What follows belongs to an exercise in optimizing a design on an open flow for small area; a production flow would make more cautious choices. Function was checked by simulation only, so behaviour that the tests miss may differ from the original.

==> flow/design.v, too long to show whole: its modules and the start of the top module <==
// module complex_mult: 2058 lines
module complex_mult
#(
    parameter AWIDTH = 16,
    parameter BWIDTH = 16,
    parameter OUTWIDTH = 33
) (
    input  wire clk,
    input  wire [  AWIDTH-1:0] a_real,
    input  wire [  AWIDTH-1:0] a_imag,
    input  wire [  BWIDTH-1:0] b_real,
    input  wire [  BWIDTH-1:0] b_imag,
    input  wire                 valid,
    output wire [OUTWIDTH-1:0] z_real,
    output wire [OUTWIDTH-1:0] z_imag
);
  // ...
==> flow/run.sh <==
#!/bin/bash
# synth_recipe.tcl (not shown) runs the flow's synth.tcl, then flattens the netlist and writes it again
# the make line also repeats each setting of config.mk as NAME=value (left out here)
make -C /OpenROAD-flow-scripts/flow DESIGN_CONFIG=/design/flow/config.mk WORK_HOME=/design/flow/orfs CLKGATE_MAP_FILE= SYNTH_SCRIPT=/design/flow/synth_recipe.tcl finish
==> flow/config.mk <==
export PLATFORM = sky130hd
export DESIGN_NAME = complex_mult
export DESIGN_NICKNAME = complex_mult
export VERILOG_FILES = /design/flow/design.v
export SDC_FILE = /design/flow/constraint.sdc
export NUM_CORES = 4
export LEC_CHECK = 0
export ABC_AREA = 1
export CAP_MARGIN = 20
export CORE_MARGIN = 2
export CORE_UTILIZATION = 40
export SLEW_MARGIN = 20
==> flow/constraint.sdc <==
create_clock -name core_clock -period 7.0 [get_ports {clk}]
set_input_delay 1.4000 -clock core_clock [delete_from_list [all_inputs] [get_ports {clk}]]
set_output_delay 1.4000 -clock core_clock [all_outputs]
set_load 0.01 [all_outputs]
==> impl_metrics.toml, run 1 <==
[synthesis]
yosys.area_share.simple = 0.0366
yosysSeqAreaShare = 0.307
synth.mux.area_fraction = 0

[cts]
cts_buffers = 51
path_clk_slew_ns = 0.06

[worst_hold_path]
min_to = "br4[14]"

[critical_path]
cpMostUsedCell = "fa_1"
r2r_cells = 18
endpoint_kind = "register"
r2r-start = "bi5[0]"
crit_family = "adder cells"
critPathBufInv = 2

[floorplanning]
die_area_sq_mm = 0.0864
initial_utilization = 0.403
coreArea_sq_mm = 0.0834

[sta]
period_minus_slack_ns = 6.77

[global_route]
grt_max_degree = 65

[cells_and_area]
syn_to_final_growth_pct = 13.7
nonClkBufAreaFrac = 0.0626
inv_count = 742
stdcell_area_sq_mm = 0.0382

[outcome]
status = "no timing/DRC/antenna violations"

[placed_design]
postPlaceCellArea_sq_mm = 0.0365

[flow_run]
cap_viol_max_count = 0
==> run 2: changes to the inputs <==
--- a/flow/config.mk
+++ b/flow/config.mk
@@ -9,4 +9,5 @@
 export CAP_MARGIN = 20
 export CORE_MARGIN = 2
-export CORE_UTILIZATION = 40
+export CORE_UTILIZATION = 65
+export CTS_BUF_LIST = sky130_fd_sc_hd__clkbuf_4
 export SLEW_MARGIN = 20
==> run 2 against run 1 <==
Against the previous run: sequential share of layout area rose by 0.69 points; synthesized area unchanged; sequential cell count unchanged; hold slack worse by 0.048 ns; non-clock buffer count shrank 33; clock skew up 0.13 ns; utilization increased by 27 points; clock-buffer cell count grew 95; wire length increased by 5.1%; critical path type unchanged; critical path depth decreased by 2; worst setup slack got worse by 0.14 ns.
==> impl_metrics.toml, run 2 <==
[cells_and_area]
finish.net_count = 4111
post-route-util = 0.728
multiInputGateArea_sq_mm = 0.0197
layout-drive-gt1-share = 0.116
reg_top3 = "zi7 x33, zr7 x33"
fillCellCount = 3571
final_common_cell = "inv_1"
stdcell_area_sq_mm = 0.0373
seq_area_sq_mm = 0.0103
final_cell_mix = "inv_1, fa_1, dfxtp_1"
syn_to_final_growth_pct = 10.9

[critical_path]
path_max_fanout = 2
endpoint_kind = "register"
arrival_ns = 7.60
slowest_delay_ns = 0.45
critPathBufInv = 0
crit_family = "adder cells"
cpMostUsedCell = "fa_1"
crit_type = "reg -> reg"
cp.required_ns = 7.70
crit_chain = "ha_1, fa_1, fa_1, fa_1, fa_1, fa_1, fa_1, fa_1, fa_1, fa_1, fa_1, fa_1, fa_1, fa_1, fa_1, fa_1"
slowest_stage = "fa_1"
start_kind = "register"

[routing]
drt-initial-drc-count = 2088
drc = 0
dr.pass1.iters = 6
viasPerCell = 5.59
ant_nets = 0
routed_wl_um = 93100
via_count = 23400
wire_per_inst_um = 22.2

[global_route]
antenna_found_initial = 2
grt_util_all_layers = 0.356
grt_overflow = 0
grt_pass1_vias = 24300
grt_max_degree = 65
grt_pass1_wl_um = 141000

[sta]
drv_slew = 0
clock.fmax_mhz = 145
setup_viol = 0
post-route-period-util = 0.986
skew_ns = 0.160
fin_tns_setup_ns = 0
tightest_slew_ns = 1.01
period_minus_slack_ns = 6.90
slew_headroom = 0.319
hold_viol = 0

[cts]
path_clk_slew_ns = 0.07
clk_latency_ns = 0.97
clock_sinks = 484
htreeDepth = 3
root_buffer = "clkbuf_4"
tritoncts = "done"
cts_buffers = 111
postCtsSetupBuffers = 0
clk_path_buf_depth = 3

[floorplanning]
die-height_um = 231
dieWidth_um = 231
die_area_sq_mm = 0.0536
ios = 132
row_count = 83
initial_utilization = 0.657
coreArea_sq_mm = 0.0512

[synthesis]
synth_common_cells = "inv_1, fa_1, dfxtp_1"
yosysTopAreaCell = "fa_1"
synth_area_leaders = "fa_1, dfxtp_1, xor2_1"
yosysUniqueCellTypes = 40
synth.avg_cell_area_sq_um = 10.5
yosysSeqAreaShare = 0.307
syn_area_sq_mm = 0.0336
synth.ff_latch_count = 484
synth.most_common_cell = "inv_1"
syn_inst = 3217
synth_edf_count = 64
yosys_warnings = 1
async_reset_ff_frac = 0
synth_nets = 3909
synth_top_area_share = 0.280
synth_top_flop_cell = "dfxtp_1"

[outcome]
status = "no timing/DRC/antenna violations"

[placed_design]
place_congestion = 1.03
hpwl_um = 74900
portBuffers = 131
postPlaceCellArea_sq_mm = 0.0357

[worst_hold_path]
min_path_type = "reg -> reg"

[flow_run]
cap_viol_max_count = 0
## run 2: cell count changes in the layout (fill, tap and decap cells not counted), moves of 4 or more
cell,delta
clkbuf_4,+163
clkbuf_16,-53
buf_4,-34
clkinv_1,+22
clkbuf_1,-8
clkbuf_8,-7
fa_1,-5
fa_2,+5
clkinv_4,-4
## run 2: final cells by class
class | count | area share
antenna | 2 | 0.000134
clock buffer | 163 | 0.0328
clock inverter | 42 | 0.00758
inverter | 742 | 0.0750
multi-input combinational | 1837 | 0.527
sequential | 484 | 0.277
tap | 680 | 0.0228
timing repair buffer | 243 | 0.0577
## run 2: final timing paths
path | start | to | slack (ns) | cells past startpoint
worst min-delay path | ar4[0] | ar5[0] | 0.26 | 0
worst min register to register | ar4[0] | ar5[0] | 0.26 | 0
worst max-delay path | ar5[0] | ps1[15] | 0.1 | 16
worst max register to register | ar5[0] | ps1[15] | 0.1 | 16
## run 2: cell families (layout without fill, tap and decap cells)
family	count (synthesis)	count (layout)	synth area share
AOI/OAI and AO/OA	505	505	0.0998
xor gates and xnor gates	417	417	0.109
adders and majority gates	626	626	0.338
DFF	484	484	0.307
other	0	2	0
and+or+nand+nor	289	289	0.0366
buffers and inverters	896	1190	0.110
## run 2: routing by layer
metal,global-route usage,wire (um),up-vias
met1,0.457,36400,11500
met5,0,11,-
met4,0.162,4540,2
met3,0.0865,8520,247
li1,-,-,10500
met2,0.575,43600,1149
## run 2: per-stage QoR
stage | std cells | hold slack (ns) | worst slack (ns)
floorplan | 3217 | 0.310 | 0.558
global placement | 3986 | 0.310 | 0.234
detailed placement | 3986 | 0.312 | 0.158
CTS | 4191 | 0.302 | 0.0191
global route | 4193 | 0.305 | -0.0317
finish | 4193 | 0.260 | 0.0988
## run 2: timing repair
item | 4_1_cts | 5_1_grt
endpoints found under the setup margin | 0 | 17
hold buffers | 0 | 0
resized for setup | 0 | 15
==> run 3: changes to the inputs <==
--- a/flow/config.mk
+++ b/flow/config.mk
@@ -10,4 +10,3 @@
 export CORE_MARGIN = 2
 export CORE_UTILIZATION = 65
-export CTS_BUF_LIST = sky130_fd_sc_hd__clkbuf_4
 export SLEW_MARGIN = 20
==> run 3 against run 2 <==
Against the previous run: clock skew decreased by 0.11 ns; wire length increased by 1.5%; register-to-register slack improved by 0.05 ns; final cell count decreased by 2.7%; largest cell class unchanged; highest routed layer is now met4.
==> impl_metrics.toml, run 3 <==
[floorplanning]
coreArea_sq_mm = 0.0512
initial_utilization = 0.657
die-height_um = 231
row_count = 83
dieWidth_um = 231
ios = 132
die_area_sq_mm = 0.0536

[routing]
via_count = 23200
wire_per_inst_um = 23.2
viasPerCell = 5.69
drt-initial-drc-count = 2127
ant_nets = 0
dr.pass1.iters = 7
routed_wl_um = 94500
drc = 0

[critical_path]
start_kind = "register"
slowest_stage = "fa_1"
slowest_delay_ns = 0.44
arrival_ns = 7.32
rrSetupSlack_ns = 0.15
r2r_end = "ps3[15]"
crit_type = "reg -> reg"
cp.required_ns = 7.47
cpMostUsedCell = "fa_1"
path_max_fanout = 3
r2r-start = "br5[0]"
crit_chain = "ha_1, fa_1, fa_1, fa_1, fa_1, fa_1, fa_1, fa_2, fa_1, fa_1, fa_1, fa_1, fa_1, fa_1, fa_2, fa_1"
r2r_cells = 16
endpoint_kind = "register"

[cells_and_area]
reg_top3 = "zi7 x33, zr7 x33"
syn_to_final_growth_pct = 11.4
final_common_cell = "inv_1"
post-route-util = 0.732
antenna_cells = 0
layout-drive-gt1-share = 0.0959
finish.net_count = 4052
fillCellCount = 3529
final_cell_mix = "inv_1, fa_1, xor2_1, dfxtp_1, o22ai_1"

[global_route]
grt_overflow = 0
grt_pass1_wl_um = 142000
grt_pass1_vias = 23900
grt_util_all_layers = 0.359
grt_max_degree = 65
antenna_found_initial = 1

[outcome]
status = "no timing/DRC/antenna violations"

[synthesis]
syn_inst = 3217
synth_common_cells = "inv_1, fa_1, dfxtp_1"
yosysSeqAreaShare = 0.307
yosysUniqueCellTypes = 40
synth_top_area_share = 0.280
synth_edf_count = 64
synth_top_flop_cell = "dfxtp_1"
synth_area_leaders = "fa_1, dfxtp_1, xor2_1"
yosys_warnings = 1
yosysTopAreaCell = "fa_1"
async_reset_ff_frac = 0
synth.ff_latch_count = 484
syn_area_sq_mm = 0.0336
synth.most_common_cell = "inv_1"
synth.avg_cell_area_sq_um = 10.5
synth_nets = 3909

[sta]
setup_viol = 0
skew_ns = 0.0517
drv_slew = 0
post-route-period-util = 0.979
layout_setup_ws_ns = 0.149
slew_headroom = 0.238
hold_viol = 0
clock.fmax_mhz = 146
tightest_slew_ns = 1.13
period_minus_slack_ns = 6.85

[worst_hold_path]
min_path_type = "reg -> reg"
min_to = "br5[4]"
hp-start = "br4[4]"
min_path_cells = 0

[cts]
htreeDepth = 2
root_buffer = "clkbuf_16"
cts_buffers = 46
tritoncts = "done"
path_clk_slew_ns = 0.06
clk_path_buf_depth = 3
clock_sinks = 484
clk_latency_ns = 0.63

[placed_design]
post-place-ws_ns = 0.158
portBuffers = 131
hpwl_um = 74900
place_congestion = 1.03

[flow_run]
cap_viol_max_count = 0
[run 3: cell types whose count changed in the layout (fill, tap and decap cells not counted), sizes merged]
cell / change
inv: -3
clkbuf: -98
clkinv: -22
buf: +6
diode: -2
clkinvlp: +5
bufinv: -1
[run 3: final cells by class]
type | count | area (sq um) | area share
repair buffers | 249 | 2210 | 0.0590
clock buffers | 65 | 1330 | 0.0356
flip-flops and latches | 484 | 10300 | 0.276
clock inverters | 21 | 216 | 0.00578
multi-input cells | 1837 | 19700 | 0.526
well taps | 680 | 851 | 0.0227
inverters | 742 | 2800 | 0.0747
[run 3: timing repair]
action	4_1_cts	5_1_grt
pin swaps	0	3
setup buffers	0	6
hold buffers	0	0
gates resized for setup	2	36
setup endpoints to repair	2	24
cloned	0	0
[run 3: how the worst max path moves through the flow]
stage	start	to	slack (ns)	cells after the start
2_1_floorplan	bi5[0]	ps2[15]	0.56	18
3_3_place_gp	bi5[0]	ps2[15]	0.23	18
3_5_place_dp	bi5[0]	ps2[15]	0.16	18
4_1_cts	bi5[0]	ps2[15]	0.05	18
5_1_grt	br6[5]	zr7[31]	-0.03	32
6_report	br5[0]	ps3[15]	0.15	16
[run 3: stage by stage]
step	hold slack (ns)	cells	area (sq um)	TNS (ns)
2_1_floorplan	0.310	3217	33600	0
3_3_place_gp	0.310	3986	35700	0
3_5_place_dp	0.312	3986	35700	0
4_1_cts	0.312	4072	37300	0
5_1_grt	0.323	4078	37500	-0.0379
6_report	0.309	4078	37500	0
[run 3: cells by family after synthesis]
group | count (synthesis) | share of synthesized area
buf+inv | 896 | 0.110
fa+ha+maj | 626 | 0.338
compound gates | 505 | 0.0998
flops | 484 | 0.307
xor+xnor | 417 | 0.109
simple gates | 289 | 0.0366
[run 3: worst max-delay path: cells and delay by family (launching register included)]
family	cells	cell delay, ns
adders and majority gates	16	6.38
DFF	1	0.33
[run 3: routing by layer]
| layer | vias to the layer above | part of all wire | track usage |
|---|---|---|---|
| li1 | 10300 | - | - |
| met1 | 11400 | 0.39 | 0.470 |
| met2 | 1217 | 0.46 | 0.574 |
| met3 | 285 | 0.093 | 0.0728 |
| met4 | 0 | 0.058 | 0.174 |
| met5 | - | 0 | 0 |
==> run 4: changes to the inputs <==
--- a/flow/config.mk
+++ b/flow/config.mk
@@ -10,3 +10,4 @@
 export CORE_MARGIN = 2
 export CORE_UTILIZATION = 65
+export CTS_BUF_LIST = sky130_fd_sc_hd__clkbuf_8
 export SLEW_MARGIN = 20
==> run 4 against run 3 <==
Against the previous run: still clean; non-clock buffer count fell by 6; global-route usage up 0.16 points; hold slack improved by 0.0092 ns; die area unchanged; register-to-register slack got worse by 0.02 ns; first-iteration DRC count is 2.7% higher; via count is 0.13% lower; synthesized area stayed put; largest cell class unchanged.
==> impl_metrics.toml, run 4 <==
[sta]
setup_viol = 0
drv_slew = 0
period_minus_slack_ns = 6.88
skew_ns = 0.0654
clock.fmax_mhz = 145
slew_headroom = 0.237
tightest_slew_ns = 1.13
post-route-period-util = 0.982
rsz0062_at_grt = "false"
hold_viol = 0
fin_tns_setup_ns = 0

[synthesis]
yosys.area_share.simple = 0.0366
syn_area_sq_mm = 0.0336
synth_top_area_share = 0.280
yosysSeqAreaShare = 0.307
synth_top_family_by_area = "adder cells"
async_reset_ff_frac = 0
synth_common_cells = "inv_1, fa_1, dfxtp_1"
synth_fa_ha_area_frac = 0.338
synth.avg_cell_area_sq_um = 10.5
synth.ff_latch_count = 484
synth-xor-area-share = 0.109
yosysTopAreaCell = "fa_1"
syn_inst = 3217
synth_compound_area_frac = 0.0998
synth_top_flop_cell = "dfxtp_1"
synth_area_leaders = "fa_1, dfxtp_1, xor2_1"
synth.mux.area_fraction = 0
synth_edf_count = 64
yosysUniqueCellTypes = 40
yosys_warnings = 1
synth.most_common_cell = "inv_1"
synth_nets = 3909

[cts]
cts_hold_buf = 0
htreeDepth = 3
root_buffer = "clkbuf_8"
clk_latency_ns = 0.72
path_clk_slew_ns = 0.07
postCtsSetupBuffers = 0
tritoncts = "done"
clk_path_buf_depth = 3
cts_buffers = 73
clock_sinks = 484

[critical_path]
slowest_stage = "fa_1"
endpoint_kind = "register"
critPathBufInv = 0
start_kind = "register"
crit_type = "reg -> reg"
crit_family = "adder cells"
path_max_fanout = 3
arrival_ns = 7.41
cp.required_ns = 7.54
slowest_delay_ns = 0.46
critical_path_depth = 16
r2r_cells = 16
crit_chain = "ha_1, fa_1, fa_1, fa_1, fa_1, fa_1, fa_1, fa_2, fa_1, fa_1, fa_1, fa_1, fa_1, fa_1, fa_2, fa_1"
cpMostUsedCell = "fa_1"

[routing]
ant_nets = 0
viasPerCell = 5.62
via_count = 23200
routed_wl_um = 94200
dr.pass1.iters = 6
wire_per_inst_um = 22.9
drt-initial-drc-count = 2185
drc = 0

[floorplanning]
row_count = 83
die_area_sq_mm = 0.0536
dieWidth_um = 231
initial_utilization = 0.657
die-height_um = 231
coreArea_sq_mm = 0.0512
ios = 132

[placed_design]
place_congestion = 1.03
portBuffers = 131
hpwl_um = 74900
dp.cells = 3986

[global_route]
grt_max_degree = 65
grt_overflow = 0
grt_pass1_vias = 24200
grt_pass1_wl_um = 143000
antenna_found_initial = 0
grt_util_all_layers = 0.360

[cells_and_area]
antenna_cells = 0
fillCellCount = 3548
finalNonFillerCells = 4120
post-route-util = 0.729
reg_top3 = "zi7 x33, zr7 x33"
finish.net_count = 4073
final_cell_mix = "inv_1, fa_1, dfxtp_1"
final_common_cell = "inv_1"
layout-drive-gt1-share = 0.0991
syn_to_final_growth_pct = 11.1

[outcome]
status = "no timing/DRC/antenna violations"

[worst_hold_path]
min_path_type = "reg -> reg"
min_path_cells = 0

[flow_run]
cap_viol_max_count = 0
-- run 4: cell count changes in the layout (fill, tap and decap cells not counted), moves of 3 or more --
| cell | delta |
|---|---|
| inv_1 | +28 |
| clkbuf_8 | +83 |
| clkbuf_1 | -8 |
| buf_4 | -5 |
| clkbuf_16 | -46 |
| dfxtp_1 | +3 |
-- run 4: worst reg2reg max path: cells and delay by family, from the launching register on --
family     cells  cell delay [ns]
fa+ha+maj     16             6.41
flops          1             0.34
-- run 4: stage by stage --
stage	setup slack [ns]	hold slack (ns)	instance area (sq um)
floorplan	0.558	0.310	33600
global placement	0.234	0.310	35700
detailed placement	0.158	0.312	35700
CTS	0.0350	0.322	37300
global route	0.00649	0.320	37300
finish	0.124	0.318	37300
-- run 4: what timing repair did --
item	CTS	global route
gates resized for setup	1	19
cloned	0	0
endpoints found under the setup margin	1	19
pin swaps	0	1
-- run 4: per-layer routing --
metal  track usage  vias to the layer above  routed length (um)
met5             0                        -                   0
met4         0.181                        0                5330
met3        0.0796                      253                8470
met2         0.577                     1145               43600
met1         0.464                    11400               36800
li1              -                    10400                   -
-- run 4: logic make-up after synthesis --
| logic type | count (synthesis) |
|---|---|
| buffers and inverters | 896 |
| DFF | 484 |
| AOI/OAI and AO/OA | 505 |
| and+or+nand+nor | 289 |
| adders and majority gates | 626 |
| xor gates and xnor gates | 417 |
-- run 4: cell type report --
type	instances	area, sq um	share of cell area
clock buffers	94	1290	0.0346
repair buffers	243	2150	0.0576
inverters	742	2790	0.0748
clock inverters	40	250	0.00670
flip-flops and latches	484	10300	0.277
well taps	680	851	0.0228
multi-input cells	1837	19700	0.527
-- run 4: final timing paths --
kind	from	end	slack (ns)
hold / removal	bi3[10]	bi4[10]	0.32
hold reg to reg	bi3[10]	bi4[10]	0.32
setup reg to reg	br5[0]	ps3[15]	0.12
setup / recovery	br5[0]	ps3[15]	0.12
==> run 5: changes to the inputs <==
==> flow/flow/run.sh (new file) <==
#!/bin/bash
# Standard synthesis, then an inverter clean-up around full adders and XOR gates
# (flow/invopt.py), then the standard layout with 1x port buffers.
set -euo pipefail
R=orfs/results/${FLOW_PLATFORM}/complex_mult/base
bash standard.sh synth > synth.log 2>&1
cp $R/1_2_yosys.v $R/1_2_yosys_std.v
python3 flow/invopt.py $R/1_2_yosys_std.v $R/1_2_yosys.v downsize > invopt.log 2>&1
touch $R/1_2_yosys.v
bash standard.sh BUFFER_PORTS_ARGS="-buffer_cell sky130_fd_sc_hd__buf_1" finish > layout.log 2>&1
==> flow/flow/invopt.py (new file) <==
#!/usr/bin/env python3
"""Remove inverters around full adders and XOR gates in a flat sky130 Yosys netlist.

A full adder is self-dual: FA(~a,~b,~c) = (~sum, ~cout), so each fa cell may be
flipped (all its pins complemented) without changing the logic.  An XOR gate can
absorb an inversion on any input or on its output by swapping xor2 <-> xnor2.
A greedy search picks flips that minimise the inverters needed; the netlist is
then rewritten with at most one inverter per signal whose complement is used.
Registers and every other cell are kept as they are.
With a third argument 'downsize', every multi-size combinational cell is set
to its smallest size, for the layout's timing repair to size up where needed.
usage: invopt.py in.v out.v [downsize]
"""
import re, sys, random
from collections import defaultdict

P = 'sky130_fd_sc_hd__'
INV = {P + 'inv_1', P + 'inv_2', P + 'clkinv_1'}
FA = {P + 'fa_1', P + 'fa_2', P + 'fa_4'}
XOR = {P + 'xor2_1': (P + 'xor2_1', P + 'xnor2_1', 0), P + 'xnor2_1': (P + 'xor2_1', P + 'xnor2_1', 1),
       P + 'xor2_2': (P + 'xor2_2', P + 'xnor2_2', 0), P + 'xnor2_2': (P + 'xor2_2', P + 'xnor2_2', 1),
       P + 'xor3_1': (P + 'xor3_1', P + 'xnor3_1', 0), P + 'xnor3_1': (P + 'xor3_1', P + 'xnor3_1', 1)}
OUTPINS = {'X', 'Y', 'Q', 'Q_N', 'SUM', 'COUT', 'HI', 'LO'}

src = open(sys.argv[1]).read()
mod = re.search(r'^(module\s+\w+\s*\(.*?\);)(.*)^(endmodule)', src, re.S | re.M)
pre, head, body, tail = src[:mod.start()], mod.group(1), mod.group(2), src[mod.start(3):]

cell_re = re.compile(r'^\s*(sky130_fd_sc_hd__\w+)\s+(\\\S+|\S+)\s*\((.*?)\);\n?', re.S | re.M)
pin_re = re.compile(r'\.(\w+)\(\s*(\\\S+\s|[^()\s]+)\s*\)')
cells = []
for mm in cell_re.finditer(body):
    typ, name, pins = mm.groups()
    pm = {p: n.strip() for p, n in pin_re.findall(pins)}
    cells.append([typ, name, pm])
rest = cell_re.sub('', body)

def q(n):
    return n + ' ' if n.startswith('\\') else n

protected = set()   # nets named in assigns or ports: their polarity is fixed
for a in re.findall(r'assign\s+(.*?);', rest, re.S):
    for tok in re.findall(r'\\\S+|[A-Za-z_][\w$]*(?:\[\d+\])?', a):
        protected.add(tok)
ports = set()
for d in re.findall(r'^\s*(?:input|output)\b([^;]*);', rest, re.M):
    for tok in re.findall(r'[A-Za-z_]\w*', d.split(']')[-1]):
        ports.add(tok)
def is_port_net(n):
    return n.split('[')[0] in ports or n in protected

drv = {}
for i, (typ, name, pm) in enumerate(cells):
    for p, n in pm.items():
        if p in OUTPINS:
            drv[n] = i
isinv = [c[0] in INV for c in cells]
isfa = [c[0] in FA for c in cells]
isxor = [c[0] in XOR for c in cells]

def resolve(n):
    i = drv.get(n)
    if i is not None and isinv[i] and not is_port_net(n):
        return cells[i][2]['A'], 1
    return n, 0

# loads of each base signal: (cell, pin, w0); w0 = 1 if it currently reads the complement
loads = defaultdict(list)
for i, (typ, name, pm) in enumerate(cells):
    if isinv[i] and not is_port_net(pm['Y']):
        continue
    for p, n in pm.items():
        if p in OUTPINS:
            continue
        b, w = resolve(n)
        loads[b].append((i, p, w))

flip = [0] * len(cells)       # FA: all pins complemented; XOR: output complemented
pinned = set()
for i, (typ, name, pm) in enumerate(cells):
    if isfa[i] or isxor[i]:
        for p, n in pm.items():
            if p in OUTPINS and is_port_net(n):
                pinned.add(i)

def dpol(b):
    i = drv.get(b)
    return flip[i] if i is not None and (isfa[i] or isxor[i]) else 0

def need(b):
    d = dpol(b)
    for (i, p, w) in loads[b]:
        if isxor[i]:
            continue
        wf = w ^ (flip[i] if isfa[i] else 0)
        if wf != d:
            return 1
    return 0

touch = defaultdict(set)
for b, ls in loads.items():
    for (i, p, w) in ls:
        touch[i].add(b)
for b in loads:
    i = drv.get(b)
    if i is not None:
        touch[i].add(b)

before = sum(need(b) for b in loads)
cand = [i for i in range(len(cells)) if (isfa[i] or isxor[i]) and i not in pinned]
best_flip, best = list(flip), before
random.seed(1)
for restart in range(8):
    if restart:
        flip = list(best_flip)
        for i in random.sample(cand, len(cand) // 10):
            flip[i] ^= 1
    changed = True
    while changed:
        changed = False
        order = cand[:]
        random.shuffle(order)
        for i in order:
            bs = touch[i]
            c0 = sum(need(b) for b in bs)
            flip[i] ^= 1
            c1 = sum(need(b) for b in bs)
            if c1 < c0 or (c1 == c0 and random.random() < 0.3):
                changed = changed or c1 < c0
            else:
                flip[i] ^= 1
    tot = sum(need(b) for b in loads)
    if tot < best:
        best, best_flip = tot, list(flip)
flip = best_flip
print(f'inverters: {sum(isinv)} in netlist, {before} signals needing a complement -> {best}', file=sys.stderr)

# rewrite
compl = {}
newcells = []
def comp_net(b):
    if b not in compl:
        nm = f'_invopt_{len(compl)}_'
        compl[b] = nm
        newcells.append((P + 'inv_1', nm + 'i', {'A': b, 'Y': nm}))
    return compl[b]

out = []
for i, (typ, name, pm) in enumerate(cells):
    if isinv[i] and not is_port_net(pm['Y']):
        continue
    npm = {}
    par = 0
    for p, n in pm.items():
        if p in OUTPINS:
            npm[p] = n
            continue
        b, w = resolve(n)
        d = dpol(b)
        if isxor[i]:
            npm[p] = b
            par ^= w ^ d          # reads b^d physically, wanted b^w
        else:
            wf = w ^ (flip[i] if isfa[i] else 0)
            npm[p] = b if wf == d else comp_net(b)
    if isxor[i]:
        xt, xnt, inv0 = XOR[typ]
        # wanted out = xor(inputs wanted) ^ inv0; physical output = wanted ^ flip
        typ = xnt if (inv0 ^ par ^ flip[i]) else xt
        opin = 'Y' if 'xnor2' in typ else 'X'
        onet = npm.pop('X', None) or npm.pop('Y')
        npm[opin] = onet
    out.append((typ, name, npm))

SMALLEST = {'a2111o': 1, 'a2111oi': 0, 'a211o': 1, 'a211oi': 1, 'a21bo': 2, 'a21boi': 1, 'a21o': 1, 'a21oi': 1, 'a221o': 1, 'a221oi': 1, 'a22o': 1, 'a22oi': 1, 'a2bb2o': 1, 'a2bb2oi': 1, 'a311o': 1, 'a311oi': 1, 'a31o': 2, 'a31oi': 1, 'a32o': 1, 'a32oi': 1, 'a41o': 1, 'a41oi': 1, 'and2': 1, 'and2b': 1, 'and3': 1, 'and3b': 1, 'and4': 1, 'and4b': 1, 'and4bb': 2, 'buf': 1, 'bufbuf': 8, 'bufinv': 8, 'ebufn': 1, 'einvn': 0, 'einvp': 1, 'fa': 1, 'ha': 1, 'inv': 2, 'maj3': 1, 'mux2': 2, 'mux2i': 1, 'mux4': 2, 'nand2': 1, 'nand2b': 1, 'nand3': 1, 'nand3b': 1, 'nand4': 1, 'nand4b': 1, 'nand4bb': 1, 'nor2': 1, 'nor2b': 1, 'nor3': 1, 'nor3b': 1, 'nor4': 1, 'nor4b': 1, 'nor4bb': 1, 'o2111a': 1, 'o2111ai': 1, 'o211a': 2, 'o211ai': 1, 'o21a': 1, 'o21ai': 1, 'o21ba': 2, 'o21bai': 1, 'o221a': 2, 'o221ai': 1, 'o22a': 1, 'o22ai': 1, 'o2bb2a': 1, 'o2bb2ai': 1, 'o311a': 1, 'o311ai': 1, 'o31a': 1, 'o31ai': 1, 'o32a': 1, 'o32ai': 1, 'o41a': 1, 'o41ai': 1, 'or2': 2, 'or2b': 1, 'or3': 1, 'or3b': 2, 'or4': 1, 'or4b': 2, 'or4bb': 1, 'sdlclkp': 1, 'sedfxbp': 1, 'sedfxtp': 1, 'xnor2': 1, 'xnor3': 1, 'xor2': 1, 'xor3': 1}
if len(sys.argv) > 3 and sys.argv[3] == 'downsize':
    nd = 0
    for k, (typ, name, pm) in enumerate(out):
        base, _, sz = typ[len(P):].rpartition('_')
        if base in SMALLEST and int(sz) != SMALLEST[base]:
            out[k] = (f'{P}{base}_{SMALLEST[base]}', name, pm)
            nd += 1
    print(f'downsized {nd} cells', file=sys.stderr)

lines = [f'  wire {n};' for n in compl.values()]
for typ, name, pm in newcells + out:
    pins = ', '.join(f'.{p}({q(n)})' for p, n in pm.items())
    lines.append(f'  {typ} {q(name)} ({pins});')
open(sys.argv[2], 'w').write(pre + head + rest + '\n'.join(lines) + '\n' + tail)
==> flow/standard.sh (new file) <==
#!/bin/bash
# synth_recipe.tcl (not shown) runs the flow's synth.tcl, then flattens the netlist and writes it again
# the make line also repeats each setting of config.mk as NAME=value (left out here)
make -C /OpenROAD-flow-scripts/flow DESIGN_CONFIG=/design/flow/config.mk WORK_HOME=/design/flow/orfs CLKGATE_MAP_FILE= SYNTH_SCRIPT=/design/flow/synth_recipe.tcl "${@:-finish}"
--- a/flow/config.mk
+++ b/flow/config.mk
@@ -10,4 +10,4 @@
 export CORE_MARGIN = 2
 export CORE_UTILIZATION = 65
-export CTS_BUF_LIST = sky130_fd_sc_hd__clkbuf_8
+export CTS_BUF_LIST = sky130_fd_sc_hd__clkbuf_4
 export SLEW_MARGIN = 20
removed: flow/run.sh
==> run 5 against run 4 <==
Against the previous run: synthesized area down 6.9%; first-iteration DRC count down 0.14%; highest routed layer unchanged; final cell count down 10%; cell area down 7.2%; still clean.
==> impl_metrics.toml, run 5 <==
[routing]
drt-initial-drc-count = 2182
ant_nets = 0
routed_wl_um = 82400
via_count = 21700
wire_per_inst_um = 22.3
dr.pass1.iters = 6
viasPerCell = 5.86
drc = 0

[critical_path]
r2r_end = "ps2[15]"
cpMostUsedCell = "fa_1"
slowest_stage = "fa_1"
endpoint_kind = "register"
rrSetupSlack_ns = 0.25
slowest_delay_ns = 0.45
r2r_cells = 16
crit_chain = "inv_1, fa_1, fa_1, fa_1, fa_1, fa_1, fa_1, fa_1, fa_1, fa_1, fa_1, fa_1, fa_1, fa_1, fa_1, fa_1"
cp.required_ns = 7.69
start_kind = "register"
path_max_fanout = 3
arrival_ns = 7.44
crit_type = "reg -> reg"
r2r-start = "br5[1]"

[worst_hold_path]
min_path_cells = 0
min_path_type = "reg -> reg"
hp-start = "bi3[14]"
min_to = "bi4[14]"

[cts]
path_clk_slew_ns = 0.07
clock_sinks = 484
cts_hold_buf = 0
clk_path_buf_depth = 3
cts_buffers = 114
tritoncts = "done"
root_buffer = "clkbuf_4"
clk_latency_ns = 0.87
htreeDepth = 3

[placed_design]
portBuffers = 131
place_congestion = 1.02
post-place-ws_ns = 0.136
hpwl_um = 67600

[flow_run]
cap_viol_max_count = 0

[global_route]
antenna_found_initial = 2
grt_util_all_layers = 0.343
grt_max_degree = 55
grt_pass1_wl_um = 127000
grt_pass1_vias = 22500
grt_overflow = 0

[floorplanning]
ios = 132
die_area_sq_mm = 0.0499
coreArea_sq_mm = 0.0476
dieWidth_um = 223
initial_utilization = 0.657
row_count = 80
die-height_um = 223

[sta]
clock.fmax_mhz = 148
setup_viol = 0
post-route-period-util = 0.964
skew_ns = 0.0684
layout_setup_ws_ns = 0.255
tightest_slew_ns = 0.875
rsz0062_at_grt = "false"
drv_slew = 0
hold_viol = 0
period_minus_slack_ns = 6.75
slew_headroom = 0.413
fin_tns_setup_ns = 0

[cells_and_area]
syn_to_final_growth_pct = 10.8
reg_top3 = "zi7 x33, zr7 x33"
fillCellCount = 3452
finish.net_count = 3687
multiInputGateArea_sq_mm = 0.0193
layout-drive-gt1-share = 0.111
seq_area_sq_mm = 0.0103
final_common_cell = "fa_1"
final_cell_mix = "fa_1, dfxtp_1, o22ai_1"

[outcome]
status = "no timing/DRC/antenna violations"

[synthesis]
yosys_warnings = 1
syn_inst = 2765
syn_area_sq_mm = 0.0313
synth_nets = 3457
synth.avg_cell_area_sq_um = 11.3
## run 5: cell types whose count changed in the layout (fill, tap and decap cells not counted), sizes merged
cell           before  now
bufinv              1    6
inv               767  295
clkbuf             94  164
xor2              415  325
clkinvlp            4    1
buf               113  267
clkdlybuf4s50     130    0
clkinv             10   28
diode               0    3
xnor2               2   92
## run 5: layout make-up
cell class | count | area share
multi-input combinational | 1837 | 0.557
antenna | 3 | 0.000217
inverter | 290 | 0.0315
clock inverter | 40 | 0.0108
timing repair buffer | 268 | 0.0448
sequential | 484 | 0.298
clock buffer | 163 | 0.0353
tap | 615 | 0.0222
## run 5: metal layers
layer | up-vias | track usage | routed length, um
met5 | - | 0 | 0
met4 | 0 | 0.220 | 5890
met3 | 240 | 0.0554 | 6820
met2 | 1181 | 0.531 | 37600
met1 | 10600 | 0.455 | 32100
li1 | 9668 | - | -
## run 5: critical path, delay by kind of cell (launching register included)
family                     cells  cell delay [ns]
adders and majority gates     15             6.05
buffers and inverters          1             0.10
DFF                            1             0.43
## run 5: worst max-delay path by stage
stage | endpoint | start | slack (ns)
floorplan | zr7[31] | br6[1] | 0.37
global placement | zr7[30] | ai6[1] | 0.33
detailed placement | zr7[30] | ai6[1] | 0.14
CTS | zr7[31] | ai6[1] | 0.15
global route | zr7[31] | br6[7] | 0.004
finish | ps2[15] | br5[1] | 0.25
## run 5: repair_timing
action / in CTS / in global routing
setup buffers: 0 / 2
setup endpoints to repair: 0 / 8
resized for setup: 0 / 9
## run 5: stage by stage
step,instances,area (sq um),hold slack (ns),utilization
after floorplan,2765,31300,0.310,-
after global placement,3492,33000,0.310,0.693
after detailed placement,3492,33000,0.312,0.693
after CTS,3695,34600,0.271,0.726
after global routing,3699,34700,0.284,0.727
final,3700,34700,0.268,0.728
==> run 6: changes to the inputs <==
--- a/flow/config.mk
+++ b/flow/config.mk
@@ -7,7 +7,7 @@
 export LEC_CHECK = 0
 export ABC_AREA = 1
-export CAP_MARGIN = 20
+export CAP_MARGIN = 0
 export CORE_MARGIN = 2
 export CORE_UTILIZATION = 65
 export CTS_BUF_LIST = sky130_fd_sc_hd__clkbuf_4
-export SLEW_MARGIN = 20
+export SLEW_MARGIN = 0
==> run 6 against run 5 <==
Against the previous run: utilization unchanged; clock-buffer cell count did not move; still clean on timing, DRC and antenna; final cell count did not move; hold slack unchanged; wire length unchanged; highest routed layer unchanged; synthesized cell count unchanged; sequential cell count unchanged.
==> impl_metrics.toml, run 6 <==
[worst_hold_path]
min_path_cells = 0
hp-start = "bi3[14]"
min_path_type = "reg -> reg"
min_to = "bi4[14]"

[cts]
clock_sinks = 484
htreeDepth = 3
cts_hold_buf = 0
clk_path_buf_depth = 3
clk_latency_ns = 0.87
cts_buffers = 114
root_buffer = "clkbuf_4"
tritoncts = "done"
path_clk_slew_ns = 0.07

[floorplanning]
initial_utilization = 0.657
coreArea_sq_mm = 0.0476
die-height_um = 223
row_count = 80
die_area_sq_mm = 0.0499
dieWidth_um = 223
ios = 132

[outcome]
status = "no timing/DRC/antenna violations"

[critical_path]
arrival_ns = 7.44
slowest_delay_ns = 0.45
start_kind = "register"
crit_chain = "inv_1, fa_1, fa_1, fa_1, fa_1, fa_1, fa_1, fa_1, fa_1, fa_1, fa_1, fa_1, fa_1, fa_1, fa_1, fa_1"
crit_type = "reg -> reg"
cpMostUsedCell = "fa_1"
endpoint_kind = "register"
r2r_end = "ps2[15]"
r2r-start = "br5[1]"
r2r_cells = 16
rrSetupSlack_ns = 0.25
critPathBufInv = 1
slowest_stage = "fa_1"
cp.required_ns = 7.69
path_max_fanout = 3
crit_family = "adder cells"

[sta]
drv_slew = 0
setup_viol = 0
skew_ns = 0.0684
rsz0062_at_grt = "false"
period_minus_slack_ns = 6.75
clock.fmax_mhz = 148
tightest_slew_ns = 0.875
post-route-period-util = 0.964
fin_tns_setup_ns = 0
slew_headroom = 0.413
hold_viol = 0

[routing]
via_count = 21700
ant_nets = 0
viasPerCell = 5.86
drt-initial-drc-count = 2182
drc = 0
routed_wl_um = 82400
wire_per_inst_um = 22.3
dr.pass1.iters = 6

[placed_design]
postPlaceCellArea_sq_mm = 0.0330
portBuffers = 131
hpwl_um = 67600
place_congestion = 1.02

[global_route]
grt_util_all_layers = 0.343
grt_overflow = 0
grt_max_degree = 55
grt_pass1_wl_um = 127000
antenna_found_initial = 2
grt_pass1_vias = 22500

[cells_and_area]
reg_top3 = "zi7 x33, zr7 x33"
layout-drive-gt1-share = 0.111
stdcell_area_sq_mm = 0.0347
finish.net_count = 3687
syn_to_final_growth_pct = 10.8
final_common_cell = "fa_1"
final_cell_mix = "fa_1, dfxtp_1, o22ai_1"

[synthesis]
syn_inst = 2765
yosys_warnings = 1
synth_nets = 3457
synth.avg_cell_area_sq_um = 11.3
syn_area_sq_mm = 0.0313

[flow_run]
cap_viol_max_count = 0
-- run 6: stage by stage --
step                      hold WS [ns]   util  cells  setup WS, ns
after CTS                        0.271  0.726   3695         0.148
after detailed placement         0.312  0.693   3492         0.136
after global placement           0.310  0.693   3492         0.325
final                            0.268  0.728   3700         0.255
after global routing             0.284  0.727   3699       0.00432
after floorplan                  0.310      -   2765         0.370
-- run 6: worst max-delay path by stage --
stage	start	end	slack (ns)	depth (start not counted)
floorplan	br6[1]	zr7[31]	0.37	28
global placement	ai6[1]	zr7[30]	0.33	24
global route	br6[7]	zr7[31]	0.004	26
finish	br5[1]	ps2[15]	0.25	16
detailed placement	ai6[1]	zr7[30]	0.14	24
CTS	ai6[1]	zr7[31]	0.15	25
-- run 6: area by class of cell --
| type | count | area [sq um] |
|---|---|---|
| Antenna cell | 3 | 7.51 |
| Clock buffer | 163 | 1220 |
| Clock inverter | 40 | 374 |
| Fill cell | 3452 | 13000 |
| Inverter | 290 | 1090 |
| Multi-Input combinational cell | 1837 | 19300 |
| Sequential cell | 484 | 10300 |
| Tap cell | 615 | 769 |
| Timing Repair Buffer | 268 | 1550 |
-- run 6: what timing repair did --
item	4_1_cts	5_1_grt
hold endpoints to repair	0	0
setup endpoints to repair	0	8
gates resized for setup	0	9
setup buffers	0	2
-- run 6: routing by layer --
layer  global-route usage  vias to the layer above  part of all wire  wire length (um)
li1                     -                     9668                 -                 -
met1                0.455                    10600              0.39             32100
met2                0.531                     1181              0.46             37600
met3               0.0554                      240             0.083              6820
met4                0.220                        0             0.071              5890
met5                    0                        -                 0                 0
==> run 7: changes to the inputs <==
==> flow/flow/run.sh (replaced) <==
#!/bin/bash
# Standard synthesis, then an inverter clean-up around full adders and XOR gates
# (flow/invopt.py), then the standard layout with 1x port buffers.
set -euo pipefail
R=orfs/results/${FLOW_PLATFORM}/complex_mult/base
bash standard.sh synth > synth.log 2>&1
cp $R/1_2_yosys.v $R/1_2_yosys_std.v
python3 flow/invopt.py $R/1_2_yosys_std.v $R/1_2_yosys.v > invopt.log 2>&1
touch $R/1_2_yosys.v
bash standard.sh BUFFER_PORTS_ARGS="-buffer_cell sky130_fd_sc_hd__buf_1" "CTS_ARGS=-sink_clustering_enable -repair_clock_nets -dont_use_dummy_load -buf_list sky130_fd_sc_hd__clkbuf_8 -sink_clustering_size 14 -sink_clustering_max_diameter 60" finish > layout.log 2>&1
--- a/flow/flow/invopt.py
+++ b/flow/flow/invopt.py
@@ -8,7 +8,5 @@
 then rewritten with at most one inverter per signal whose complement is used.
 Registers and every other cell are kept as they are.
-With a third argument 'downsize', every multi-size combinational cell is set
-to its smallest size, for the layout's timing repair to size up where needed.
-usage: invopt.py in.v out.v [downsize]
+usage: invopt2.py in.v out.v
 """
 import re, sys, random
@@ -111,5 +109,5 @@
 best_flip, best = list(flip), before
 random.seed(1)
-for restart in range(8):
+for restart in range(int(sys.argv[3]) if len(sys.argv) > 3 else 8):
     if restart:
         flip = list(best_flip)
@@ -173,14 +171,4 @@
     out.append((typ, name, npm))
 
-SMALLEST = {'a2111o': 1, 'a2111oi': 0, 'a211o': 1, 'a211oi': 1, 'a21bo': 2, 'a21boi': 1, 'a21o': 1, 'a21oi': 1, 'a221o': 1, 'a221oi': 1, 'a22o': 1, 'a22oi': 1, 'a2bb2o': 1, 'a2bb2oi': 1, 'a311o': 1, 'a311oi': 1, 'a31o': 2, 'a31oi': 1, 'a32o': 1, 'a32oi': 1, 'a41o': 1, 'a41oi': 1, 'and2': 1, 'and2b': 1, 'and3': 1, 'and3b': 1, 'and4': 1, 'and4b': 1, 'and4bb': 2, 'buf': 1, 'bufbuf': 8, 'bufinv': 8, 'ebufn': 1, 'einvn': 0, 'einvp': 1, 'fa': 1, 'ha': 1, 'inv': 2, 'maj3': 1, 'mux2': 2, 'mux2i': 1, 'mux4': 2, 'nand2': 1, 'nand2b': 1, 'nand3': 1, 'nand3b': 1, 'nand4': 1, 'nand4b': 1, 'nand4bb': 1, 'nor2': 1, 'nor2b': 1, 'nor3': 1, 'nor3b': 1, 'nor4': 1, 'nor4b': 1, 'nor4bb': 1, 'o2111a': 1, 'o2111ai': 1, 'o211a': 2, 'o211ai': 1, 'o21a': 1, 'o21ai': 1, 'o21ba': 2, 'o21bai': 1, 'o221a': 2, 'o221ai': 1, 'o22a': 1, 'o22ai': 1, 'o2bb2a': 1, 'o2bb2ai': 1, 'o311a': 1, 'o311ai': 1, 'o31a': 1, 'o31ai': 1, 'o32a': 1, 'o32ai': 1, 'o41a': 1, 'o41ai': 1, 'or2': 2, 'or2b': 1, 'or3': 1, 'or3b': 2, 'or4': 1, 'or4b': 2, 'or4bb': 1, 'sdlclkp': 1, 'sedfxbp': 1, 'sedfxtp': 1, 'xnor2': 1, 'xnor3': 1, 'xor2': 1, 'xor3': 1}
-if len(sys.argv) > 3 and sys.argv[3] == 'downsize':
-    nd = 0
-    for k, (typ, name, pm) in enumerate(out):
-        base, _, sz = typ[len(P):].rpartition('_')
-        if base in SMALLEST and int(sz) != SMALLEST[base]:
-            out[k] = (f'{P}{base}_{SMALLEST[base]}', name, pm)
-            nd += 1
-    print(f'downsized {nd} cells', file=sys.stderr)
-
 lines = [f'  wire {n};' for n in compl.values()]
 for typ, name, pm in newcells + out:
--- a/flow/config.mk
+++ b/flow/config.mk
@@ -7,7 +7,7 @@
 export LEC_CHECK = 0
 export ABC_AREA = 1
-export CAP_MARGIN = 0
+export CAP_MARGIN = 20
 export CORE_MARGIN = 2
 export CORE_UTILIZATION = 65
 export CTS_BUF_LIST = sky130_fd_sc_hd__clkbuf_4
-export SLEW_MARGIN = 0
+export SLEW_MARGIN = 20
==> run 7 against run 6 <==
Against the previous run: still clean; worst setup slack better by 0.060 ns; via count shrank 3.9%; fmax grew 0.89%; register-to-register slack improved by 0.06 ns; non-clock buffer count shrank 27; clock-buffer cell count fell by 116.
==> impl_metrics.toml, run 7 <==
[sta]
fin_tns_setup_ns = 0
tightest_slew_ns = 0.877
setup_viol = 0
rsz0062_at_grt = "false"
period_minus_slack_ns = 6.69
drv_slew = 0
post-route-period-util = 0.955
hold_viol = 0
clock.fmax_mhz = 150
skew_ns = 0.0543
slew_headroom = 0.409

[global_route]
grt_pass1_vias = 21800
grt_use_met1 = 0.439
top_usage_layer = "met2"
antenna_found_initial = 0
grtUsageMet2 = 0.521
grt_pass1_wl_um = 124000
grt_use_met3 = 0.0520
grt_max_degree = 65
grt_overflow = 0
grt_util_all_layers = 0.330

[floorplanning]
dieWidth_um = 226
die-height_um = 226
die_area_sq_mm = 0.0509
initial_utilization = 0.655
coreArea_sq_mm = 0.0487
ios = 132
row_count = 81

[critical_path]
crit_type = "reg -> reg"
cp.required_ns = 7.47
endpoint_kind = "register"
arrival_ns = 7.16
start_kind = "register"
rrSetupSlack_ns = 0.31
path_max_fanout = 3

[placed_design]
portBuffers = 131
postPlaceCellArea_sq_mm = 0.0332
place_congestion = 0.977
hpwl_um = 67000

[synthesis]
syn_area_sq_mm = 0.0319
yosys_warnings = 1
synth_nets = 3457
synth.avg_cell_area_sq_um = 11.5
syn_inst = 2765

[cells_and_area]
finish.net_count = 3593
syn_to_final_growth_pct = 6.01
reg_top3 = "zi7 x33, zr7 x33"
final_cell_mix = "fa_1, dfxtp_1, o22ai_1"
antenna_cells = 0
final_common_cell = "fa_1"
layout-drive-gt1-share = 0.0845
stdcell_area_sq_mm = 0.0339

[routing]
dr.pass1.iters = 6
drt-initial-drc-count = 1826
routed_wl_um = 80800
ant_nets = 0
drc = 0
viasPerCell = 5.85
via_count = 20800
wire_per_inst_um = 22.7

[cts]
root_buffer = "clkbuf_8"
clk_path_buf_depth = 3
htreeDepth = 2
clock_sinks = 484
cts_buffers = 47
path_clk_slew_ns = 0.09
tritoncts = "done"
clk_latency_ns = 0.63
postCtsSetupBuffers = 0

[outcome]
status = "no timing/DRC/antenna violations"

[worst_hold_path]
min_path_type = "reg -> reg"

[flow_run]
cap_viol_max_count = 0
-- run 7: cell types whose count changed in the layout (fill, tap and decap cells not counted), moves of 7 or more --
cell	previous run	this run
nand2_1	193	175
clkbuf_8	0	47
nor2_1	54	47
o22ai_1	351	327
o21ai_0	0	36
o22ai_2	0	24
clkbuf_4	163	0
o21ai_2	3	19
buf_4	133	109
nand2_2	2	19
clkinv_1	22	0
o21ai_1	60	6
-- run 7: final timing paths --
check | startpoint | to | depth (start not counted)
max | br5[0] | ps2[15] | 17
min | bi4[13] | bi5[13] | 0
max reg2reg | br5[0] | ps2[15] | 17
min reg2reg | bi4[13] | bi5[13] | 0
-- run 7: final cells by class --
cell class              count  area (sq um)
well taps                 664           831
inverters                 290          1100
multi-input cells        1837         19600
fillers                  3675         14900
repair buffers            241          1320
flip-flops and latches    484         10300
clock buffers              47           647
-- run 7: metal layers --
| metal | vias up | part of all wire |
|---|---|---|
| met3 | 189 | 0.074 |
| met1 | 10400 | 0.40 |
| met2 | 891 | 0.46 |
| met4 | 0 | 0.066 |
| li1 | 9337 | - |
| met5 | - | 0 |
-- run 7: metrics by stage --
stage	instances	util	setup slack, ns	hold slack, ns
floorplan	2765	-	0.628	0.310
global placement	3516	0.681	0.457	0.310
detailed placement	3516	0.681	0.365	0.312
CTS	3563	0.694	0.331	0.311
global route	3563	0.694	0.0292	0.332
finish	3563	0.694	0.314	0.320
-- run 7: worst max-delay path: stages (launching register included) --
cell     delay, ns
dfxtp_1       0.38
ha_1          0.16
inv_1         0.05
fa_1          0.38
fa_1          0.39
fa_1          0.40
fa_1          0.39
fa_1          0.39
fa_1          0.41
fa_1          0.40
fa_1          0.39
fa_1          0.40
fa_1          0.39
fa_1          0.39
fa_1          0.39
fa_1          0.39
fa_1          0.39
fa_1          0.42
-- run 7: timing repair --
action                     4_1_cts  5_1_grt
resized for setup                0        3
setup endpoints to repair        0        2
hold buffers                     0        0
==> run 8: changes to the inputs <==
==> flow/flow/run.sh (replaced) <==
#!/bin/bash
# Standard synthesis, then an inverter clean-up around full adders and XOR gates
# (flow/invopt.py), then the standard layout with 1x port buffers.
set -euo pipefail
R=orfs/results/${FLOW_PLATFORM}/complex_mult/base
bash standard.sh synth > synth.log 2>&1
cp $R/1_2_yosys.v $R/1_2_yosys_std.v
python3 flow/invopt.py $R/1_2_yosys_std.v $R/1_2_yosys.v > invopt.log 2>&1
touch $R/1_2_yosys.v
bash standard.sh BUFFER_PORTS_ARGS="-buffer_cell sky130_fd_sc_hd__buf_1" finish > layout.log 2>&1
==> run 8 against run 7 <==
Against the previous run: sequential share of layout area shrank 0.72 points; synthesized cell count is the same; first-iteration DRC count shrank 2.2%; register-to-register slack is essentially flat; clock-buffer cell count grew 112; utilization grew 1.7 points; sequential cell count is the same; critical path type unchanged.
==> impl_metrics.toml, run 8 <==
[cts]
htreeDepth = 3
cts_hold_buf = 0
root_buffer = "clkbuf_4"
clk_path_buf_depth = 3
clock_sinks = 484
path_clk_slew_ns = 0.07
tritoncts = "done"
postCtsResizedCells = 0
postCtsSetupBuffers = 0
cts_buffers = 112
clk_latency_ns = 0.89

[synthesis]
syn_area_sq_mm = 0.0319
syn_inst = 2765
synth.avg_cell_area_sq_um = 11.5
synth_nets = 3457
yosys_warnings = 1

[global_route]
grt_overflow = 0
grt_max_degree = 65
grt_util_all_layers = 0.335
antenna_found_initial = 1
grt_pass1_wl_um = 126000
grt_pass1_vias = 22400

[cells_and_area]
layout-drive-gt1-share = 0.122
post-route-util = 0.711
stdcell_area_sq_mm = 0.0347
final_cell_mix = "fa_1, dfxtp_1, o22ai_1"
multiInputGateArea_sq_mm = 0.0196
reg_top3 = "zi7 x33, zr7 x33"
fillCellCount = 3616
final_common_cell = "fa_1"
syn_to_final_growth_pct = 8.57
seq_area_sq_mm = 0.0103
finish.net_count = 3658

[worst_hold_path]
min_path_cells = 0
min_to = "br5[13]"
min_path_type = "reg -> reg"
hp-start = "br4[13]"

[floorplanning]
initial_utilization = 0.655
dieWidth_um = 226
row_count = 81
ios = 132
die_area_sq_mm = 0.0509
coreArea_sq_mm = 0.0487
die-height_um = 226

[placed_design]
post-place-ws_ns = 0.365
place_congestion = 0.977
postPlaceCellArea_sq_mm = 0.0332
hpwl_um = 67000
portBuffers = 131

[critical_path]
crit_type = "reg -> reg"
start_kind = "register"
critPathBufInv = 1
slowest_delay_ns = 0.42
arrival_ns = 7.38
r2r-start = "br5[0]"
path_max_fanout = 3
rrSetupSlack_ns = 0.33
crit_family = "adder cells"
cpMostUsedCell = "fa_1"
r2r_end = "ps2[15]"
slowest_stage = "fa_1"
cp.required_ns = 7.71
r2r_cells = 17
endpoint_kind = "register"
crit_chain = "ha_1, inv_1, fa_1, fa_1, fa_1, fa_1, fa_1, fa_1, fa_1, fa_1, fa_1, fa_1, fa_1, fa_1, fa_1, fa_1, fa_1"

[routing]
dr.pass1.iters = 6
ant_nets = 0
viasPerCell = 5.75
drc = 0
wire_per_inst_um = 21.9
routed_wl_um = 81500
drt-initial-drc-count = 1785
via_count = 21400

[sta]
drv_slew = 0
fin_tns_setup_ns = 0
layout_setup_ws_ns = 0.325
rsz0062_at_grt = "false"
post-route-period-util = 0.954
skew_ns = 0.0657
clock.fmax_mhz = 150
slew_headroom = 0.418
period_minus_slack_ns = 6.67
hold_viol = 0
tightest_slew_ns = 0.864
setup_viol = 0

[flow_run]
cap_viol_max_count = 0

[outcome]
status = "no timing/DRC/antenna violations"
run 8: area by class of cell:
class | instances | share of cell area
timing repair buffer | 241 | 0.0380
sequential | 484 | 0.298
tap | 664 | 0.0240
clock buffer | 159 | 0.0344
clock inverter | 38 | 0.00808
multi-input combinational | 1837 | 0.566
antenna | 4 | 0.000289
inverter | 290 | 0.0316
run 8: worst max-delay path by stage:
stage / start / endpoint / slack (ns) / depth (start not counted)
floorplan: br5[0] / ps3[15] / 0.63 / 16
global placement: br5[0] / ps3[15] / 0.46 / 16
detailed placement: br5[0] / ps2[15] / 0.37 / 17
CTS: br5[0] / ps2[15] / 0.31 / 17
global route: br6[11] / zi7[31] / 0.003 / 24
finish: br5[0] / ps2[15] / 0.33 / 17
run 8: metal layers:
metal | GRT usage | vias to the layer above | wire, um
met5 | 0 | - | 0
met4 | 0.203 | 0 | 5390
met3 | 0.0640 | 214 | 6000
met2 | 0.524 | 965 | 37700
met1 | 0.436 | 10600 | 32400
li1 | - | 9589 | -
run 8: worst reg2reg max path: cells and delay by family, from the launching register on:
kind,cells,cell delay [ns]
adders and majority gates,16,6.08
DFF,1,0.37
buffers and inverters,1,0.05
run 8: per-stage QoR:
step / std cells / hold WS, ns
floorplan: 2765 / 0.310
global placement: 3516 / 0.310
detailed placement: 3516 / 0.312
CTS: 3713 / 0.272
global route: 3714 / 0.296
finish: 3717 / 0.261
==> run 9: changes to the inputs <==
--- a/flow/flow/run.sh
+++ b/flow/flow/run.sh
@@ -8,3 +8,3 @@
 python3 flow/invopt.py $R/1_2_yosys_std.v $R/1_2_yosys.v > invopt.log 2>&1
 touch $R/1_2_yosys.v
-bash standard.sh BUFFER_PORTS_ARGS="-buffer_cell sky130_fd_sc_hd__buf_1" finish > layout.log 2>&1
+bash standard.sh BUFFER_PORTS_ARGS="-buffer_cell sky130_fd_sc_hd__buf_1" "CTS_ARGS=-sink_clustering_enable -repair_clock_nets -dont_use_dummy_load -buf_list sky130_fd_sc_hd__clkbuf_4 -sink_clustering_size 10 -sink_clustering_max_diameter 50" finish > layout.log 2>&1
==> run 9 against run 8 <==
Against the previous run: cell area is 2.9% lower; clock skew is 0.035 ns higher; register-to-register slack worse by 0.04 ns; hold slack improved by 0.016 ns; global-route usage is 0.52 points lower; synthesized cell count stayed put; fmax is 0.60% lower; still clean on timing, DRC and antenna; sequential cell count did not move; final cell count is 3.7% lower; critical path type unchanged.
==> impl_metrics.toml, run 9 <==
[outcome]
status = "no timing/DRC/antenna violations"

[flow_run]
cap_viol_max_count = 0

[sta]
fin_tns_setup_ns = 0
clock.fmax_mhz = 149
rsz0062_at_grt = "false"
setup_viol = 0
drv_slew = 0
layout_setup_ws_ns = 0.285
skew_ns = 0.101
slew_headroom = 0.441
post-route-period-util = 0.959
period_minus_slack_ns = 6.71
tightest_slew_ns = 0.829
hold_viol = 0

[critical_path]
critPathLaunch = "br5[0]"
start_kind = "register"
r2r_cells = 17
r2r-start = "br5[0]"
cpMostUsedCell = "fa_1"
crit_chain = "ha_1, inv_1, fa_1, fa_1, fa_1, fa_1, fa_1, fa_1, fa_1, fa_1, fa_1, fa_1, fa_1, fa_1, fa_1, fa_1, fa_1"
slowest_delay_ns = 0.42
arrival_ns = 7.37
path_max_fanout = 3
endpoint_kind = "register"
crit_type = "reg -> reg"
cp.required_ns = 7.65
slowest_stage = "fa_1"

[floorplanning]
dieWidth_um = 226
die-height_um = 226
initial_utilization = 0.655
die_area_sq_mm = 0.0509
coreArea_sq_mm = 0.0487
ios = 132
row_count = 81

[cts]
cts_buffers = 61
clk_path_buf_depth = 3
path_clk_slew_ns = 0.10
root_buffer = "clkbuf_4"
clk_latency_ns = 0.83
htreeDepth = 2
clock_sinks = 484
tritoncts = "done"

[cells_and_area]
syn_to_final_growth_pct = 5.40
finish.net_count = 3607
finalNonFillerCells = 3578
reg_top3 = "zi7 x33, zr7 x33"
final_cell_mix = "fa_1, dfxtp_1, o22ai_1"
final_common_cell = "fa_1"
layout-drive-gt1-share = 0.0889

[global_route]
grt_pass1_vias = 21900
grt_pass1_wl_um = 124000
grt_max_degree = 65
grt_util_all_layers = 0.330
grt_overflow = 0
antenna_found_initial = 1

[worst_hold_path]
min_path_cells = 0
min_path_type = "reg -> reg"
hp-start = "br4[13]"

[synthesis]
syn_area_sq_mm = 0.0319
synth.avg_cell_area_sq_um = 11.5
synth_nets = 3457
syn_inst = 2765
yosys_warnings = 1

[routing]
ant_nets = 0
routed_wl_um = 80600
drt-initial-drc-count = 1741
via_count = 21000
dr.pass1.iters = 6
drc = 0
viasPerCell = 5.87
wire_per_inst_um = 22.5

[placed_design]
place_congestion = 0.977
post-place-ws_ns = 0.365
hpwl_um = 67000
dp.cells = 3516
portBuffers = 131
==> run 9: cell type report <==
| type | count | area [sq um] |
|---|---|---|
| fill | 3715 | 15100 |
| antenna | 1 | 2.50 |
| tap | 664 | 831 |
| timing repair buffer | 241 | 1320 |
| inverter | 290 | 1100 |
| clock buffer | 61 | 458 |
| sequential | 484 | 10300 |
| multi-input combinational | 1837 | 19600 |
==> run 9: final timing paths <==
path	endpoint	slack (ns)
worst max-delay path	ps2[15]	0.29
worst min-delay path	br5[13]	0.28
worst max register to register	ps2[15]	0.29
worst min register to register	br5[13]	0.28
==> run 9: repair_timing <==
item | 4_1_cts | 5_1_grt
endpoints found under the hold margin | 0 | 0
setup buffers | 0 | 0
setup endpoints to repair | 0 | 1
hold buffers | 0 | 0
gates resized for setup | 0 | 2
==> run 9: through the flow <==
step	util	instance area [sq um]	hold WS [ns]
finish	0.690	33700	0.277
global route	0.690	33700	0.306
CTS	0.690	33600	0.289
detailed placement	0.681	33200	0.312
global placement	0.681	33200	0.310
floorplan	-	31900	0.310
==> run 9: metal layers <==
layer / GRT usage / routed length (um) / vias to the layer above / part of all wire
li1: - / - / 9394 / -
met1: 0.438 / 32000 / 10400 / 0.40
met2: 0.516 / 36900 / 941 / 0.46
met3: 0.0524 / 5950 / 217 / 0.074
met4: 0.198 / 5750 / 0 / 0.071
met5: 0 / 0 / - / 0
==> run 9: critical path, delay by kind of cell (launching register included) <==
kind	cells	cell delay, ns
flip-flops	1	0.39
buffers and inverters	1	0.05
adder cells (fa/ha/maj)	16	6.09

[what the ideal ports hide]
Ports are ideal in the flow. The routed layouts listed here were re-timed in OpenROAD. Step 1: set_driving_cell puts a clkbuf_16 on clk and a buf_2 on each other input, an assumption about the parent block. Step 2 times the ports against the registers' clock, not the clock port: input delays grow and output delays shrink by t, the midpoint of the rising clock arrivals with the driver on. a / b / c = ideal ports / drivers / drivers and shift; a / b = the first two.
run | t (ns) | setup WS [ns] | worst hold slack (ns) | worst register clock-pin slew, ns | pins driven straight from the clock port
run 1 | 0.681 | 0.234 / 0.234 / 0.234 | 0.308 / 0.308 / 0.308 | 0.07 / 0.07 | 1
run 2 | 0.942 | 0.099 / 0.099 / 0.099 | 0.260 / 0.260 / 0.260 | 0.09 / 0.09 | 1
run 3 | 0.669 | 0.149 / 0.149 / 0.149 | 0.309 / 0.309 / 0.309 | 0.08 / 0.08 | 1
run 4 | 0.744 | 0.124 / 0.124 / 0.124 | 0.318 / 0.318 / 0.318 | 0.08 / 0.08 | 1
run 5 | 0.895 | 0.255 / 0.255 / 0.255 | 0.268 / 0.268 / 0.268 | 0.09 / 0.09 | 1
run 6 | 0.895 | 0.255 / 0.255 / 0.255 | 0.268 / 0.268 / 0.268 | 0.09 / 0.09 | 1
run 7 | 0.653 | 0.314 / 0.314 / 0.314 | 0.320 / 0.320 / 0.320 | 0.09 / 0.09 | 1
run 8 | 0.904 | 0.325 / 0.325 / 0.325 | 0.261 / 0.261 / 0.261 | 0.08 / 0.08 | 1
run 9 | 0.839 | 0.285 / 0.285 / 0.285 | 0.277 / 0.277 / 0.277 | 0.11 / 0.11 | 1
After both steps every run listed still meets setup and hold.
